This is an optimization exercise on Yosys and OpenROAD, whose aim is small area, a short achievable clock period and few clock cycles, not a production implementation.
Where RTL was checked, it was by simulation tests only, not by an equivalence proof against the original.
The clock port is modelled as an ideal driver, which makes a skipped or thinned clock tree look cheaper than it is; a real chip needs a root buffer or a tree.
Power and IR drop assume default switching activity.

==> module Conv, before the edit <==
module Conv(
    input clk,
    input rst,
    input in_st,
    input [7:0] din,
    output reg [15:0] dout,
    output reg out_st
);
reg [7:0] pix [0:15];
reg [9:0] upart, vreg, va;
reg [11:0] hpart;
reg [10:0] r_sr [0:9];
wire [11:0] hfull = hpart + {2'b00, vreg};
wire [10:0] hsum = hfull[11:1];
reg [6:0] cnt;
integer i;
always @(posedge clk) begin
    pix[0] <= din;
    for (i = 1; i < 16; i = i + 1)
        pix[i] <= pix[i-1];
    upart <= {1'b0, pix[7], 1'b0} + {2'b00, pix[15]};
    vreg <= upart + {2'b00, pix[0]};
    va <= vreg;
    hpart <= {1'b0, vreg, 1'b0} + {2'b00, va};
    r_sr[0] <= hsum;
    for (i = 1; i < 10; i = i + 1)
        r_sr[i] <= r_sr[i-1];
end
reg [10:0] rsel;
always @(*) begin
    if (cnt >= 7'd31 && cnt < 7'd37)      rsel = r_sr[9];
    else if (cnt >= 7'd37 && cnt < 7'd43) rsel = r_sr[7];
    else if (cnt >= 7'd43 && cnt < 7'd49) rsel = r_sr[5];
    else if (cnt >= 7'd49 && cnt < 7'd55) rsel = r_sr[3];
    else if (cnt >= 7'd55 && cnt < 7'd61) rsel = r_sr[1];
    else                                   rsel = hsum;
end
always @(posedge clk) begin
    dout <= {5'b00000, rsel};
end
always @(posedge clk) begin
    if (rst) begin
        cnt <= 7'd0;
        out_st <= 1'b0;
    end
    else begin
        if (in_st)
            cnt <= 7'd1;
        else if (cnt != 7'd0)
            cnt <= cnt + 7'd1;
        out_st <= (cnt == 7'd30);
    end
end
endmodule
clock: 6.0 ns
lec_check: 0
abc_area: 1
cap_margin: 20
core_margin: 2
core_utilization: 40
setup_slack_margin: 4.0
slew_margin: 20
standard.sh (not shown) runs the stock make flow with config.mk's settings and CLKGATE_MAP_FILE= SYNTH_SCRIPT=/design/flow/synth_recipe.tcl, a recipe that flattens the netlist after the stock synthesis.
==> flow/flow/run.sh <==
#!/bin/bash
# Standard ORFS layout, except that the clock tree is built by flow/mantree.tcl
# (four root buffers, each driving four leaf buffers) instead of ORFS's CTS,
# and synthesis leaves adders to ABC instead of mapping them to full-adder cells.
set -euo pipefail
HERE=$(cd "$(dirname "${BASH_SOURCE[0]}")" && pwd)
export PRE_CTS_TCL=$HERE/pre_cts.tcl
export MT_NX=4 MT_NY=4 MT_NROOT=4 MT_LEAF=sky130_fd_sc_hd__clkbuf_8 MT_ROOT=sky130_fd_sc_hd__clkbuf_8
bash standard.sh finish ADDER_MAP_FILE= > orfs_flow.log 2>&1
Other scripts of this flow, unchanged in this note and not shown: flow/flow/mantree.tcl, flow/flow/pre_cts.tcl
Testbench counts at the start, summed over its fixed seeds: cycles 6,264.
Change:
==> flow/design.v (replaced) <==
`timescale 1ps/1ps
module Conv(
    input clk,
    input rst,
    input in_st,
    input [7:0] din,
    output reg [15:0] dout,
    output reg out_st
);
reg [7:0] pix [0:15];
reg [9:0] upart, vreg, va;
reg [11:0] hpart;
reg [10:0] r_sr [0:10];
reg [6:0] cnt;
integer i;
always @(posedge clk) begin
    pix[0] <= din;
    for (i = 1; i < 16; i = i + 1)
        pix[i] <= pix[i-1];
    upart <= {1'b0, pix[7], 1'b0} + {2'b00, pix[15]};
    vreg <= upart + {2'b00, pix[0]};
    va <= vreg;
    hpart <= {1'b0, vreg, 1'b0} + {2'b00, va};
    r_sr[0] <= (hpart + {2'b00, vreg}) >> 1;
    for (i = 1; i < 11; i = i + 1)
        r_sr[i] <= r_sr[i-1];
end
reg [10:0] rsel;
always @(*) begin
    if (cnt >= 7'd32 && cnt < 7'd38)      rsel = r_sr[10];
    else if (cnt >= 7'd38 && cnt < 7'd44) rsel = r_sr[8];
    else if (cnt >= 7'd44 && cnt < 7'd50) rsel = r_sr[6];
    else if (cnt >= 7'd50 && cnt < 7'd56) rsel = r_sr[4];
    else if (cnt >= 7'd56 && cnt < 7'd62) rsel = r_sr[2];
    else                                   rsel = r_sr[0];
end
always @(posedge clk) begin
    dout <= {5'b00000, rsel};
end
always @(posedge clk) begin
    if (rst) begin
        cnt <= 7'd0;
        out_st <= 1'b0;
    end
    else begin
        if (in_st)
            cnt <= 7'd1;
        else if (cnt != 7'd0)
            cnt <= cnt + 7'd1;
        out_st <= (cnt == 7'd31);
    end
end
endmodule
Outcome:
- The new run completed with no timing, DRC or antenna violations
- final cell count increases by 4.7%
- synthesized cell count grows by 6.5%
- register-to-register slack is worse by 0.03 ns
- total power barely changes
- global-route usage went up by 1.2 points
- first-iteration DRC count increases by 14%
- flip-flop and latch count grows by 11
- hold slack gets better by 0.0074 ns
- cell area is higher by 3.9%
- setup slack loses 0.0067 ns
- synthesized area is higher by 4.1%
The RTL of the second run of this note was laid out without a check of its function. In every run of this note, the design's own scripts or RTL, not TritonCTS, make the clock network.


Setup of rev 12:
Conv, a different RTL version from the one above (not shown whole).
For scale: about 300 flip-flops, ~28 I/O pins.
Design Conv, start of the top module:
module Conv(
    input clk,
    input rst,
    input in_st,
    input [7:0] din,
    output reg [15:0] dout,
    output reg out_st
);
==> module Conv, before the edit <==
module Conv(
    input clk,
    input rst,
    input in_st,
    input [7:0] din,
    output reg [15:0] dout,
    output reg out_st
);
reg [7:0] pix [0:15];
reg [9:0] upart, vreg, va;
reg [11:0] hpart;
reg [10:0] r_sr [0:9];
wire [12:0] hfull = add12(hpart, {2'b00, vreg});
wire [10:0] hsum = hfull[11:1];
reg [6:0] cnt;
integer i;
function [12:0] add12;
    input [11:0] a;
    input [11:0] b;
    integer i, k;
    reg [3:0] s0, s1;
    reg k0, k1, c, p;
    begin
        c = 1'b0;
        for (k = 0; k < 3; k = k + 1) begin
            k0 = 1'b0;
            k1 = 1'b1;
            for (i = 0; i < 4; i = i + 1) begin
                p = a[4*k+i] ^ b[4*k+i];
                s0[i] = p ^ k0;
                s1[i] = p ^ k1;
                k0 = (a[4*k+i] & b[4*k+i]) | (k0 & p);
                k1 = (a[4*k+i] & b[4*k+i]) | (k1 & p);
            end
            add12[4*k +: 4] = c ? s1 : s0;
            c = c ? k1 : k0;
        end
        add12[12] = c;
    end
endfunction
always @(posedge clk) begin
    pix[0] <= din;
    for (i = 1; i < 16; i = i + 1)
        pix[i] <= pix[i-1];
    upart <= add12({3'b000, pix[7], 1'b0}, {4'b0000, pix[15]});
    vreg <= add12({2'b00, upart}, {4'b0000, pix[0]});
    va <= vreg;
    hpart <= add12({1'b0, vreg, 1'b0}, {2'b00, va});
    r_sr[0] <= hsum;
    for (i = 1; i < 10; i = i + 1)
        r_sr[i] <= r_sr[i-1];
end
reg [10:0] rsel;
always @(*) begin
    if (cnt >= 7'd31 && cnt < 7'd37)      rsel = r_sr[9];
    else if (cnt >= 7'd37 && cnt < 7'd43) rsel = r_sr[7];
    else if (cnt >= 7'd43 && cnt < 7'd49) rsel = r_sr[5];
    else if (cnt >= 7'd49 && cnt < 7'd55) rsel = r_sr[3];
    else if (cnt >= 7'd55 && cnt < 7'd61) rsel = r_sr[1];
    else                                   rsel = hsum;
end
always @(posedge clk) begin
    dout <= {5'b00000, rsel};
end
always @(posedge clk) begin
    if (rst) begin
        cnt <= 7'd0;
        out_st <= 1'b0;
    end
    else begin
        if (in_st)
            cnt <= 7'd1;
        else if (cnt != 7'd0)
            cnt <= cnt + 7'd1;
        out_st <= (cnt == 7'd30);
    end
end
endmodule
clock: 6.0 ns
lec_check: 0
abc_area: 1
cap_margin: 20
core_margin: 2
core_utilization: 40
setup_slack_margin: 4.0
slew_margin: 20
Scripts as last shown in full above: flow/flow/run.sh
Other scripts of this flow, unchanged in this note and not shown: flow/flow/mantree.tcl, flow/flow/pre_cts.tcl
Rev 12 has completed all stages; timing, DRC and antenna checks passed.
Input-level comparison between rev 13 and rev 12:
==> flow/design.v, changed modules only <==
module Conv(
    input clk,
    input rst,
    input in_st,
    input [7:0] din,
    output reg [15:0] dout,
    output reg out_st
);
reg [7:0] pix [0:14];
reg [9:0] upart, vreg, va;
reg [11:0] hpart;
reg [10:0] r_sr [0:10];
reg [6:0] cnt;
integer i;
always @(posedge clk) begin
    pix[0] <= din;
    for (i = 1; i < 15; i = i + 1)
        pix[i] <= pix[i-1];
    upart <= {1'b0, pix[6], 1'b0} + {2'b00, pix[14]};
    vreg <= upart + {2'b00, din};
    va <= vreg;
    hpart <= {1'b0, vreg, 1'b0} + {2'b00, va};
    r_sr[0] <= (hpart + {2'b00, vreg}) >> 1;
    for (i = 1; i < 11; i = i + 1)
        r_sr[i] <= r_sr[i-1];
end
reg [10:0] rsel;
always @(*) begin
    if (cnt >= 7'd31 && cnt < 7'd37)      rsel = r_sr[10];
    else if (cnt >= 7'd37 && cnt < 7'd43) rsel = r_sr[8];
    else if (cnt >= 7'd43 && cnt < 7'd49) rsel = r_sr[6];
    else if (cnt >= 7'd49 && cnt < 7'd55) rsel = r_sr[4];
    else if (cnt >= 7'd55 && cnt < 7'd61) rsel = r_sr[2];
    else                                   rsel = r_sr[0];
end
always @(posedge clk) begin
    dout <= {5'b00000, rsel};
end
always @(posedge clk) begin
    if (rst) begin
        cnt <= 7'd0;
        out_st <= 1'b0;
    end
    else begin
        if (in_st)
            cnt <= 7'd1;
        else if (cnt != 7'd0)
            cnt <= cnt + 7'd1;
        out_st <= (cnt == 7'd30);
    end
end
endmodule
[summary]
Going from rev 12 to rev 13, data required time at the worst endpoint dropped 1.43 ns, number of vias in the routed layout increased by 465 relative to the old numbers, total global routing track utilization higher, share of synthesized cell area in and, or, nand and nor gates now sits higher, via count of the first global-routing pass went up by 598.
Compared with rev 12, rev 13 shows a number of distinct library cell variants in the gate-level netlist after synthesis that is 11% lower.
The final-layout worst hold slack of rev 13 was superior to that of rev 12.
Rev 13 vs rev 12: post-route met1 wirelength up by a little under 10%
Post-synthesis to final-layout area growth: rev 13 < rev 12
Diff rev 12 -> rev 13: power share of the clock group picked up an extra 1.5 points, maximum VDD drop shows an increase of about 3.3%.
No run of this note included a check of the RTL's function; only the layout flow was run. In every run of this note, the design's own scripts or RTL, not TritonCTS, make the clock network.

port drivers added, routing unchanged:
How much do the figures lean on ideal ports? The routed layouts below were timed once more, with nothing changed but the port constraints.
Step 1: set_driving_cell puts a clkbuf_16 on clk and a buf_2 on each other input, an assumption about the parent block.
Step 2, shift: input delay + t, output delay - t, t = (earliest + latest rising clock arrival at the registers) / 2. This alone moves slack from input paths to output paths.
a / b / c = ideal ports / drivers / drivers and shift; a / b = the first two.
| run | shift t [ns] | slack for setup (ns) | worst hold slack (ns) | slew at the worst register clock pin (ns) | cell pins on the clock port's net |
|---|---|---|---|---|---|
| the first run of note 1 | 0.380 | 4.041 / 3.978 / 3.727 | 0.311 / 0.311 / 0.311 | 0.12 / 0.12 | 4 |
| the second run of note 1 | 0.394 | 4.034 / 3.964 / 3.694 | 0.319 / 0.319 / 0.319 | 0.12 / 0.12 | 4 |
| rev 12 | 0.380 | 3.916 / 3.916 / 3.707 | 0.321 / 0.321 / 0.321 | 0.11 / 0.11 | 4 |
| rev 13 | 0.387 | 4.041 / 3.973 / 3.677 | 0.325 / 0.326 / 0.326 | 0.11 / 0.11 | 4 |
After both steps setup and hold are still met in every run listed. For rev 13, which loses most, drivers alone change the setup slack by -0.068 ns; drivers and shift together by -0.364 ns.
